Background: an optimization exercise with open tools, aiming at small area. Do not read the settings as production practice. Function was not checked in any run shown here: the RTL went through the layout flow alone. Power figures rest on the tool's default switching activity, not on a simulated workload.

==> flow/design.v (outline; a module is shown in full before it is edited, if it fits) <==
// module mac_mult: 1092 lines
// module fa_cell: 9 lines
// module ha_cell: 8 lines
// module booth_sel: 10 lines
// module booth_sel_n: 10 lines
// module booth_sel0: 8 lines
// module FIR_filter: 71 lines
module FIR_filter #(parameter order = 10)(
	input logic clk,
	input logic reset,
	input logic x_valid,
	input logic signed [23:0] x,
	input logic [16*order - 1:0] h,
	output logic signed [39:0] y
);
  // ...
==> flow/flow/run.sh <==
#!/bin/bash
# The standard layout, with three changes to how it is made:
#  - ports are buffered with the smallest buffer (buf_1) instead of the default choice;
#  - before floorplanning, combinational cells that synthesis upsized are set back to their
#    smallest size (downsize.tcl); the flow's timing repair upsizes again where needed;
#  - clock tree synthesis adds no dummy load cells.
# make's full output goes to flow_make.log; each step's log is under orfs/logs/.
set -euo pipefail
here=$(pwd)
bash standard.sh \
  "BUFFER_PORTS_ARGS=-buffer_cell sky130_fd_sc_hd__buf_1" \
  "PRE_FLOORPLAN_TCL=$here/flow/downsize.tcl" \
  "CTS_ARGS=-sink_clustering_enable -repair_clock_nets -sink_clustering_size 16 -sink_clustering_max_diameter 50 -buf_list sky130_fd_sc_hd__clkbuf_8 -dont_use_dummy_load" \
  finish > "$here/flow_make.log" 2>&1
==> flow/flow/downsize.tcl <==
# Set every combinational cell that is not a buffer, delay or clock cell to the smallest
# size of its kind (for example a22oi_2 -> a22oi_1). Sequential cells are left alone.
set db [ord::get_db]
set n 0
foreach inst [[ord::get_db_block] getInsts] {
  set master [$inst getMaster]
  set name [$master getName]
  if { ![regexp {^sky130_fd_sc_hd__([a-z0-9]+)_([0-9]+)$} $name -> base drive] } { continue }
  if { [regexp {^(df|edf|sdf|sedf|dl|clk|buf|dly|conb|tap|fill|decap|diode|probe|lpflow)} $base] } { continue }
  set best $master
  foreach d {0 1 2} {
    set cand [$db findMaster "sky130_fd_sc_hd__${base}_$d"]
    if { $cand ne "NULL" && [$cand getWidth] < [[set best] getWidth] } { set best $cand }
  }
  if { $best ne $master } {
    replace_cell [$inst getName] [$best getName]
    incr n
  }
}
puts "downsize.tcl: resized $n instances"
==> flow/standard.sh <==
#!/bin/bash
# synth_recipe.tcl (not shown) runs the flow's synth.tcl, then flattens the netlist and writes it again
# the make line also repeats each setting of config.mk as NAME=value (left out here)
make -C /OpenROAD-flow-scripts/flow DESIGN_CONFIG=/design/flow/config.mk WORK_HOME=/design/flow/orfs CLKGATE_MAP_FILE= SYNTH_SCRIPT=/design/flow/synth_recipe.tcl "${@:-finish}"
==> flow/config.mk <==
export PLATFORM = sky130hd
export DESIGN_NAME = FIR_filter
export DESIGN_NICKNAME = FIR_filter
export VERILOG_FILES = /design/flow/design.v
export SDC_FILE = /design/flow/constraint.sdc
export NUM_CORES = 4
export LEC_CHECK = 0
export CAP_MARGIN = 0
export CORE_MARGIN = 2
export CORE_UTILIZATION = 40
export CTS_BUF_LIST = sky130_fd_sc_hd__clkbuf_8
export CTS_CLUSTER_DIAMETER = 50
export CTS_CLUSTER_SIZE = 16
export GPL_TIMING_DRIVEN = 0
export SLEW_MARGIN = 0
export SYNTH_HIERARCHICAL = 1
==> flow/constraint.sdc <==
create_clock -name core_clock -period 10.0 [get_ports {clk}]
set_input_delay 2.0000 -clock core_clock [delete_from_list [all_inputs] [get_ports {clk}]]
set_output_delay 2.0000 -clock core_clock [all_outputs]
set_load 0.01 [all_outputs]
==> run_results.csv, run 1 <==
group,metric,value,unit
worst_setup_path,worstPathMaxFanout,24,
cts,path_clk_slew,0.07,ns
power_and_ir_drop,clockPowerShare,14.0,%
drt,drtPass1Iterations,5,
cts,cts_tree,"built",
cts,clk_latency,0.64,ns
sta,skew,0.0934,ns
drt,routed_via_density,5.57,
power_and_ir_drop,maxPowerGroup,"combinational logic",
grt,grt_pass1_wl,80.7,mm
finish,final_util,47.8,%
drt,drtAntennaViolNets,0,
cts,htree_levels,1,
finish,buffers,317,
sta,fmax,102,MHz
drt,wl_met1,23.7,mm
finish,clk_share,2.05,%
power_and_ir_drop,power_frac_comb,51.7,%
worst_setup_path,crit_slowest_cell,"nand2_1",
finish,multiInputGateArea,0.0107,sq mm
run_status,outcome,"no timing/DRC/antenna violations",
placed_design,place_area,0.0197,sq mm
power_and_ir_drop,comb-power,2340,uW
worst_setup_path,crit_type,"input pin to flip-flop",
drt,dr.max_layer_used,"met4",
worst_setup_path,r2r_end,"acc[34]",
worst_setup_path,r2r-start,"k[2]",
drt,dr_wl_met3,3.47,mm
==> inputs of run 2 (changes only) <==
--- a/flow/config.mk
+++ b/flow/config.mk
@@ -8,9 +8,8 @@
 export CAP_MARGIN = 0
 export CORE_MARGIN = 2
-export CORE_UTILIZATION = 40
+export CORE_UTILIZATION = 60
 export CTS_BUF_LIST = sky130_fd_sc_hd__clkbuf_8
 export CTS_CLUSTER_DIAMETER = 50
 export CTS_CLUSTER_SIZE = 16
-export GPL_TIMING_DRIVEN = 0
 export SLEW_MARGIN = 0
 export SYNTH_HIERARCHICAL = 1
==> run 2 against run 1 <==
Effect of this change:
- still clean
- critical path depth stayed put
- cell area shrank 4.3%
- core utilization is 21 points higher
- global-route usage up 6.7 points
- power decreased by 2.8%
- first-iteration DRC count increased by 5.6%
- wire length decreased by 13%
- combinational power shrank 4%
- clock power fell by 4.3%
- critical endpoint unchanged
==> run_results.csv, run 2 <==
group,metric,value,unit
grt,first_global_vias,13175,
drt,drc,0,
cts,clock-sinks,300,
worst_hold_path,min_from,"ring[6][15]",
cts,cts_tree,"built",
finish,fillers,2177,
drt,drtPass1Iterations,6,
worst_setup_path,path_delay_family,"adder cells",
yosys,ys_warn_count,8,
worst_setup_path,start_kind,"input pin",
finish,largestRegisters,"ring: 216 flops, acc: 40 flops, hold: 24 flops",
grt,grt_max_degree,84,
placed_design,hpwl,33.2,mm
cts,clk_latency,0.63,ns
cts,cts_hold_buf,0,
drt,wirelength,45.1,mm
sta,whs,0.273,ns
grt,antenna_found_initial,0,
cts,post_cts_resized,0,
placed_design,port-buffer-count,226,
worst_setup_path,slowest_delay,0.42,ns
worst_setup_path,cp.arrival,8.84,ns
sta,slew_headroom,19.0,%
sta,fmax,119,MHz
power_and_ir_drop,ir_drop,0.189,mV
cts,clockBufferDepth,3,
sta,period_needed,8.42,ns
die,rows,61,
die,start_util,61.3,%
drt,vias,12710,
worst_setup_path,worstPathMaxFanout,24,
sta,hold_viol,0,
sta,tns,0,ns
drt,wl_per_cell,21.4,microns
finish,drive_above_1_share,8.37,%
worst_setup_path,r2r_end,"acc[34]",
finish,regMostFlops,"ring",
yosys,synthCells,1454,
grt,grt_pass1_wl,71.9,mm
worst_setup_path,rrSetupSlack,1.64,ns
worst_setup_path,r2r-start,"k[2]",
die,core,0.0280,sq mm
worst_setup_path,crit_slowest_cell,"fa_1",
drt,drtAntennaViolNets,0,
die,top_level_ports,227,
cts,cts_buffers,28,
cts,postCtsSetupRepairBufs,0,
finish,n_antenna_cell,0,
cts,htree_levels,1,
sta,drv_slew,0,
die,chipHeight,173,microns
worst_setup_path,critPathRequiredTime,10.42,ns
worst_setup_path,crit_type,"input pin to flip-flop",
cts,cts-root-buf,"clkbuf_8",
grt,grt_busiest_layer,"met2",
grt,met3_usage,8.44,%
worst_setup_path,crit_top_cell,"fa_2",
worst_setup_path,path_buf_inv,2,
worst_setup_path,critPathCaptureType,"flip-flop",
drt,routed_via_density,6.02,
finish,largest_register_ffs,216,
power_and_ir_drop,power_density,228,mW/mm^2
grt,grt_overflow_total,0,
grt,grt_use_met2,46.0,%
run,maxCapViolations,0,
run_status,outcome,"no timing/DRC/antenna violations",
finish,mostFrequentLayoutCell,"dfxtp_1",
worst_hold_path,hold_path_class,"flip-flop to flip-flop",
worst_hold_path,hold-path-endpoint,"ring[7][15]",
grt,grt_util_all_layers,30.4,%
die,dieArea,0.0300,sq mm
finish,mostFrequentLayoutCells,"dfxtp_1, buf_1, xor2_1, o22ai_1, fa_1",
drt,drt_iter0_drc,1190,
worst_hold_path,min_path_cells,0,
finish,fin_nets,2186,
yosys,syn-num-nets,1906,
sta,rsz0062_at_grt,"no",
sta,min_period_over_period,84.2,%
cts,path_clk_slew,0.09,ns
sta,skew,0.105,ns
sta,tightest_slew,1.21,ns
placed_design,gp_congestion,1.07,
power_and_ir_drop,leakagePower,0.00898,uW
worst_setup_path,worstRegToRegCells,26,
grt,met1_usage,42.5,%
die,fp.dieW,173,microns
sta,setup_viol,0,
==> run 2: metal layers <==
layer,wire (microns),vias to the layer above
li1,-,5754
met2,20200,614
met5,64,-
met4,1520,2
met3,4210,118
met1,19100,6222
==> run 2: worst max path at each step <==
| stage | startpoint | to | slack, ns | cells past startpoint |
|---|---|---|---|---|
| after global routing | k[2] | acc[26] | 1.17 | 26 |
| after detailed placement | h[67] | acc[34] | 1.08 | 26 |
| final | h[81] | acc[34] | 1.58 | 26 |
| after floorplan | h[81] | acc[26] | -0.05 | 23 |
| after global placement | h[81] | acc[34] | 1.16 | 26 |
| after CTS | h[81] | acc[34] | 1.67 | 26 |
==> run 2: through the flow <==
step                      setup WS [ns]  instances  area (sq um)  utilization [%]  total power, uW
after floorplan                 -0.0485       1454         17200                -             3200
after CTS                          1.67       2110         19300             68.8             4420
after global routing               1.17       2110         19300             68.8             4780
final                              1.58       2110         19300             68.8             4390
after global placement             1.16       2082         18900             67.5             3740
after detailed placement           1.08       2082         18900             67.5             3790
==> run 2: cell type report <==
class | count | area (sq um) | area share [%]
multi-input combinational | 1065 | 10700 | 55.4
sequential | 300 | 6250 | 32.4
timing repair buffer | 285 | 1290 | 6.72
tap | 378 | 473 | 2.45
clock buffer | 28 | 385 | 2.00
inverter | 54 | 203 | 1.05
==> run 2: worst register-to-register path, stage by stage (launching register included) <==
cell,delay [ns]
dfxtp_1,0.54
nand3_1,0.18
nor3_2,0.93
a22oi_1,0.14
nand4_1,0.30
buf_4,0.45
nor2_1,0.10
a21oi_1,0.13
buf_4,0.28
o22ai_1,0.13
xor2_1,0.17
fa_1,0.54
fa_1,0.44
fa_2,0.39
fa_2,0.36
fa_2,0.36
fa_2,0.36
fa_2,0.40
a211oi_2,0.21
o211ai_1,0.23
nand4b_1,0.32
a21boi_0,0.24
nor2_1,0.23
o21ai_1,0.12
fa_1,0.38
xor2_1,0.16
nor2b_1,0.12
==> run 2: report_power, final <==
group          leakage, uW  total (uW)  switching [uW]  internal, uW
Clock             0.000201         604             358           247
Sequential         0.00250        1550             102          1440
Combinational      0.00628        2240            1250           995
Total              0.00898        4390            1710          2690
==> inputs of run 3 (changes only) <==
--- a/flow/config.mk
+++ b/flow/config.mk
@@ -8,5 +8,5 @@
 export CAP_MARGIN = 0
 export CORE_MARGIN = 2
-export CORE_UTILIZATION = 60
+export CORE_UTILIZATION = 75
 export CTS_BUF_LIST = sky130_fd_sc_hd__clkbuf_8
 export CTS_CLUSTER_DIAMETER = 50
==> run 3 against run 2 <==
Effect of this change:
- now fails the layout checks on negative setup slack
- critical path depth down 5
- first-iteration DRC count up 110%
- maximum frequency is 16% lower
- sequential power is 3% higher
- wire length is 38% higher
- register-to-register slack worse by 1.3 ns
- sequential cell count stayed put
- worst hold slack improved by 0.013 ns
- synthesized cell count did not move
- clock skew decreased by 0.016 ns
- cell area decreased by 0.66%
- clock power rose by 2%
- critical endpoint is now acc[32]
- largest cell class unchanged
==> run_results.csv, run 3 <==
group,metric,value,unit
run_status,outcome,"finished with violations",
run_status,so_faults,"negative setup slack",
sta,drv_slew,0,
sta,rsz0062_at_grt,"no",
drt,routed_via_density,7.44,
die,rows,55,
die,top_level_ports,227,
worst_setup_path,worstPathMaxFanout,24,
drt,vias,15046,
worst_hold_path,hold-path-endpoint,"ring[7][18]",
cts,path_clk_slew,0.10,ns
die,start_util,76.1,%
finish,drive_above_1_share,8.13,%
drt,wirelength,62.3,mm
placed_design,hpwl,42.6,mm
grt,antenna_found_initial,3,
placed_design,gp_congestion,0.970,
sta,skew,0.0887,ns
finish,mostFrequentLayoutCells,"dfxtp_1, buf_1, xor2_1, o22ai_1, fa_1",
finish,regMostFlops,"ring",
worst_setup_path,slowest_delay,0.80,ns
worst_hold_path,min_from,"ring[6][18]",
worst_setup_path,r2r-start,"k[3]",
finish,fin_nets,2189,
worst_setup_path,crit_slowest_cell,"a21boi_1",
finish,fillers,1037,
grt,first_global_vias,15808,
power_and_ir_drop,power_density,265,mW/mm^2
sta,slew_headroom,18.2,%
placed_design,port-buffer-count,226,
finish,ff_latch_area,0.00625,sq mm
cts,cts_buffers,26,
sta,hold_viol,0,
cts,clock-sinks,300,
worst_setup_path,critPathCaptureType,"flip-flop",
cts,cts-root-buf,"clkbuf_8",
drt,wl_per_cell,30.8,microns
worst_setup_path,critPathRequiredTime,10.46,ns
finish,post-route-cell-area,0.0192,sq mm
grt,grt_pass1_wl,93.2,mm
grt,grt_max_degree,84,
worst_setup_path,cp.arrival,10.48,ns
sta,period_needed,10.02,ns
yosys,synthCells,1454,
worst_setup_path,worstRegToRegCells,23,
finish,largest_register_ffs,216,
cts,htree_levels,1,
drt,drt_iter0_drc,2483,
die,dieArea,0.0241,sq mm
sta,tightest_slew,1.22,ns
run,maxCapViolations,0,
sta,whs,0.286,ns
worst_setup_path,path_cells,"buf_1, a22o_1, a221oi_1, nand4_1, nor2_1, a21oi_1, buf_4, o22ai_1, xor2_1, fa_1, fa_1, fa_1, fa_1, ha_1, nand4_1, nor2_1, a21boi_1, nor2_1, fa_1, xnor2_1, nor2b_1",
finish,multiInputGateArea,0.0107,sq mm
die,chipHeight,155,microns
grt,grt_overflow_total,0,
finish,mostFrequentLayoutCell,"dfxtp_1",
drt,drtAntennaViolNets,0,
worst_setup_path,crit_top_cell,"fa_1",
grt,grt_util_all_layers,52.1,%
worst_setup_path,crit_type,"input pin to flip-flop",
power_and_ir_drop,ir_drop,0.267,mV
power_and_ir_drop,leakagePower,0.00898,uW
cts,clk_latency,0.62,ns
yosys,ys_warn_count,8,
worst_hold_path,min_path_cells,0,
cts,cts_tree,"built",
sta,min_period_over_period,100,%
cts,clockBufferDepth,3,
drt,drtPass1Iterations,14,
sta,worst_slack,-0.0192,ns
sta,setup_viol,1,
worst_setup_path,start_kind,"input pin",
finish,largestRegisters,"ring: 216 flops, acc: 40 flops, hold: 24 flops",
placed_design,place_area,0.0188,sq mm
cts,postCtsSetupRepairBufs,0,
sta,fmax,99.8,MHz
drt,drc,0,
die,fp.dieW,155,microns
yosys,syn-num-nets,1906,
worst_setup_path,r2r_end,"acc[32]",
die,core,0.0226,sq mm
worst_setup_path,rrSetupSlack,0.30,ns
placed_design,place_ws,0.590,ns
worst_hold_path,hold_path_class,"flip-flop to flip-flop",
-- run 3: changes by cell type in the layout (fill, tap and decap cells not counted), sizes merged --
| cell | delta |
|---|---|
| clkbuf | -2 |
| buf | +5 |
| diode | +3 |
-- run 3: final cells by class --
| cell class | instances | share of cell area (%) |
|---|---|---|
| Clock buffer | 26 | 1.87 |
| Inverter | 54 | 1.06 |
| Timing Repair Buffer | 290 | 6.96 |
| Antenna cell | 3 | 0.0392 |
| Multi-Input combinational cell | 1065 | 55.6 |
| Tap cell | 285 | 1.86 |
| Sequential cell | 300 | 32.6 |
-- run 3: where the power goes --
group	switching (uW)	internal (uW)
clock network	387	231
logic	1770	1100
registers	144	1440
-- run 3: what timing repair did --
action	in CTS	in global routing
setup endpoints to repair	0	4
gates resized for setup	0	1
hold buffers	0	0
-- run 3: through the flow --
step | instances | power [uW] | util (%) | setup TNS, ns
2_1_floorplan | 1454 | 3200 | - | -0.0485
3_3_place_gp | 1994 | 3670 | 83.2 | 0
3_5_place_dp | 1994 | 4090 | 83.2 | 0
4_1_cts | 2020 | 4820 | 84.8 | 0
5_1_grt | 2020 | 5200 | 84.8 | 0
6_report | 2023 | 5090 | 84.9 | -0.0192
-- run 3: worst max-delay path, delay by kind of cell --
| kind | cells | cell delay (ns) |
|---|---|---|
| XOR/XNOR | 2 | 0.44 |
| AND/OR/NAND/NOR | 6 | 2.38 |
| adder cells (fa/ha/maj) | 6 | 2.88 |
| buffers and inverters | 2 | 0.36 |
| AO/OA/AOI/OAI | 5 | 2.38 |
-- run 3: worst max-delay path by stage --
stage | from | endpoint | cells past startpoint
after floorplan | h[81] | acc[26] | 23
after global placement | h[81] | acc[34] | 26
after detailed placement | h[88] | acc[32] | 20
after CTS | h[88] | acc[33] | 20
after global routing | h[88] | acc[32] | 20
final | h[89] | acc[32] | 21
-- run 3: metal layers --
metal / up-vias / global-route usage [%] / wire length [microns]
met4: 4 / 35.6 / 5660
met2: 1575 / 80.0 / 27600
met1: 7099 / 61.7 / 20700
met3: 609 / 19.0 / 8310
li1: 5759 / - / -
met5: - / 0 / 27
==> inputs of run 4 (changes only) <==
--- a/flow/flow/run.sh
+++ b/flow/flow/run.sh
@@ -11,4 +11,4 @@
   "BUFFER_PORTS_ARGS=-buffer_cell sky130_fd_sc_hd__buf_1" \
   "PRE_FLOORPLAN_TCL=$here/flow/downsize.tcl" \
-  "CTS_ARGS=-sink_clustering_enable -repair_clock_nets -sink_clustering_size 16 -sink_clustering_max_diameter 50 -buf_list sky130_fd_sc_hd__clkbuf_8 -dont_use_dummy_load" \
+  "CTS_ARGS=-sink_clustering_enable -repair_clock_nets -sink_clustering_size 20 -sink_clustering_max_diameter 70 -buf_list sky130_fd_sc_hd__clkbuf_8 -dont_use_dummy_load" \
   finish > "$here/flow_make.log" 2>&1
--- a/flow/config.mk
+++ b/flow/config.mk
@@ -8,5 +8,5 @@
 export CAP_MARGIN = 0
 export CORE_MARGIN = 2
-export CORE_UTILIZATION = 75
+export CORE_UTILIZATION = 60
 export CTS_BUF_LIST = sky130_fd_sc_hd__clkbuf_8
 export CTS_CLUSTER_DIAMETER = 50
==> run 4 against run 3 <==
Effect of this change:
- global-route usage is 22 points lower
- critical path depth grew 3
- setup slack better by 1.6 ns
- sequential share of layout area decreased by 0.076 points
- now clean on timing, DRC and antenna
- first-iteration DRC count shrank 55%
- non-clock buffer count decreased by 5
- highest routed layer unchanged
- synthesized cell count unchanged
- maximum frequency rose by 18%
- worst hold slack worse by 0.0033 ns
- critical path type unchanged
- die area rose by 24%
- wire length down 27%
- count of clock-buffer cells in the layout decreased by 4
==> run_results.csv, run 4 <==
group,metric,value,unit
run_status,outcome,"no timing/DRC/antenna violations",
die,core,0.0280,sq mm
worst_setup_path,cp.arrival,8.86,ns
die,start_util,61.3,%
sta,period_needed,8.46,ns
worst_setup_path,critPathCaptureType,"flip-flop",
cts,post_cts_resized,0,
power_and_ir_drop,ir_drop,0.183,mV
grt,antenna_found_initial,0,
grt,grt_pass1_wl,72.0,mm
power_and_ir_drop,power_frac_comb,51.8,%
yosys,syn-num-nets,1906,
power_and_ir_drop,pwr-share-seq,35.7,%
cts,cts_buffers,22,
cts,cts-root-buf,"clkbuf_8",
finish,mostFrequentLayoutCells,"dfxtp_1, buf_1, xor2_1, o22ai_1, fa_1",
sta,skew,0.0960,ns
drt,drtAntennaViolNets,0,
die,chipHeight,173,microns
finish,largest_register_ffs,216,
worst_hold_path,min_from,"ring[6][1]",
drt,drtPass1Iterations,5,
worst_hold_path,hold-path-endpoint,"ring[7][1]",
sta,tightest_slew,1.24,ns
yosys,synthCells,1454,
worst_setup_path,critPathRequiredTime,10.40,ns
power_and_ir_drop,clockPowerShare,12.6,%
worst_setup_path,r2r_end,"acc[34]",
sta,min_period_over_period,84.6,%
sta,whs,0.283,ns
cts,clock-sinks,300,
cts,cts_hold_buf,0,
drt,drc,0,
sta,slew_headroom,16.6,%
cts,postCtsSetupRepairBufs,0,
power_and_ir_drop,power.total,4340,uW
sta,drv_slew,0,
worst_setup_path,crit_type,"input pin to flip-flop",
worst_setup_path,rrSetupSlack,1.55,ns
finish,regMostFlops,"ring",
worst_setup_path,crit_start,"h[85]",
finish,finalNonFillerCells,2104,
worst_hold_path,hold_path_class,"flip-flop to flip-flop",
power_and_ir_drop,intPower,2630,uW
grt,grt_util_all_layers,30.3,%
sta,rsz0062_at_grt,"no",
worst_setup_path,start_kind,"input pin",
power_and_ir_drop,p_sw,1700,uW
power_and_ir_drop,swShare,39.2,%
sta,hold_viol,0,
power_and_ir_drop,power_density,226,mW/mm^2
worst_hold_path,min_path_cells,0,
grt,grt_max_degree,84,
die,top_level_ports,227,
cts,htree_levels,1,
placed_design,port-buffer-count,226,
finish,n_antenna_cell,0,
die,dieArea,0.0300,sq mm
finish,largestRegisters,"ring: 216 flops, acc: 40 flops, hold: 24 flops",
cts,clockBufferDepth,3,
grt,grt_overflow_total,0,
placed_design,gp_congestion,1.07,
drt,wirelength,45.3,mm
sta,setup_viol,0,
die,fp.dieW,173,microns
placed_design,dp_cells,2082,
yosys,ys_warn_count,8,
worst_setup_path,r2r-start,"k[2]",
drt,wl_per_cell,21.5,microns
drt,drt_iter0_drc,1107,
cts,clk_latency,0.59,ns
cts,path_clk_slew,0.11,ns
placed_design,hpwl,33.2,mm
finish,fin_nets,2180,
drt,routed_via_density,6.05,
worst_setup_path,worstPathMaxFanout,24,
run,maxCapViolations,0,
finish,mostFrequentLayoutCell,"dfxtp_1",
die,rows,61,
grt,first_global_vias,13145,
sta,fmax,118,MHz
worst_setup_path,worstRegToRegCells,26,
power_and_ir_drop,leakagePower,0.00894,uW
drt,vias,12719,
cts,cts_tree,"built",
finish,drive_above_1_share,8.05,%
-- run 4: worst max-delay path: stages --
cell and delay, ns:
buf_1 0.09, a22o_1 0.20, a221oi_1 0.31, nand4_1 0.63
nor3b_1 0.37, a21oi_1 0.13, buf_4 0.32, o22ai_1 0.13
xor2_1 0.17, fa_1 0.54, fa_1 0.44, fa_2 0.39
fa_2 0.36, fa_2 0.36, fa_2 0.39, a211oi_2 0.21
o211ai_1 0.23, nand4b_1 0.31, a21boi_0 0.24, nor2_1 0.23
o21ai_1 0.12, fa_1 0.38, xor2_1 0.16, nor2b_1 0.12
-- run 4: worst max path at each step --
stage / to / slack (ns)
after floorplan: acc[26] / -0.05
after global placement: acc[34] / 1.16
after detailed placement: acc[34] / 1.08
after CTS: acc[34] / 1.65
after global routing: acc[34] / 1.16
final: acc[34] / 1.54
-- run 4: power groups by stage --
stage / Combinational, uW / Sequential [uW] / Clock (uW)
2_1_floorplan: 1640 / 1560 / 0
3_3_place_gp: 2180 / 1560 / 0
3_5_place_dp: 2220 / 1580 / 0
4_1_cts: 2240 / 1550 / 564
5_1_grt: 2540 / 1570 / 601
6_report: 2250 / 1550 / 546
-- run 4: cell type report --
| type | instances | area (sq um) |
|---|---|---|
| sequential | 300 | 6250 |
| clock buffer | 22 | 303 |
| tap | 378 | 473 |
| fill | 2174 | 8810 |
| inverter | 54 | 203 |
| timing repair buffer | 285 | 1290 |
| multi-input combinational | 1065 | 10700 |
-- run 4: stage by stage --
stage	setup slack (ns)	TNS, ns	util [%]	cell area (sq um)
2_1_floorplan	-0.0485	-0.0485	-	17200
3_3_place_gp	1.16	0	67.5	18900
3_5_place_dp	1.08	0	67.5	18900
4_1_cts	1.65	0	68.5	19200
5_1_grt	1.16	0	68.5	19200
6_report	1.54	0	68.5	19200
-- run 4: routing by layer --
layer | wire length, microns | track usage [%] | up-vias
li1 | - | - | 5738
met4 | 1330 | 8.65 | 2
met3 | 3840 | 6.55 | 108
met1 | 19400 | 43.4 | 6291
met2 | 20600 | 46.6 | 580
met5 | 63 | 1.60 | -

[afterwards: timing with drivers on the ports]
In the flow no input, the clock included, has a driving cell. The finished layouts below were timed again as built, in two steps.
Step 1 (the two cells are an assumption about what drives the block):
set clk [get_ports {clk}]
set_driving_cell -lib_cell sky130_fd_sc_hd__clkbuf_16 $clk
set_driving_cell -lib_cell sky130_fd_sc_hd__buf_2 [delete_from_list [all_inputs] $clk]
Step 2 moves the port delays by t, midway between the first and last clock arrival at a register: inputs arrive t later, outputs are due t later. That takes back most of the time a late clock gives input paths.
a / b / c = ideal ports / drivers / drivers and shift; a / b = the first two.
run | t, ns | setup slack, ns | slew at the worst register clock pin (ns)
run 1 | 0.637 | 0.218 / 0.232 / -0.405 | 0.09 / 0.09
run 2 | 0.624 | 1.580 / 1.601 / 0.977 | 0.10 / 0.10
run 3 | 0.625 | -0.019 / 0.009 / -0.617 | 0.10 / 0.10
run 4 | 0.588 | 1.541 / 1.554 / 0.972 | 0.11 / 0.11
Met with ideal ports but missed after step 2: setup timing in run 1. The setup slack of run 1, which loses most, moves by +0.014 ns with the drivers and by -0.623 ns with both steps.
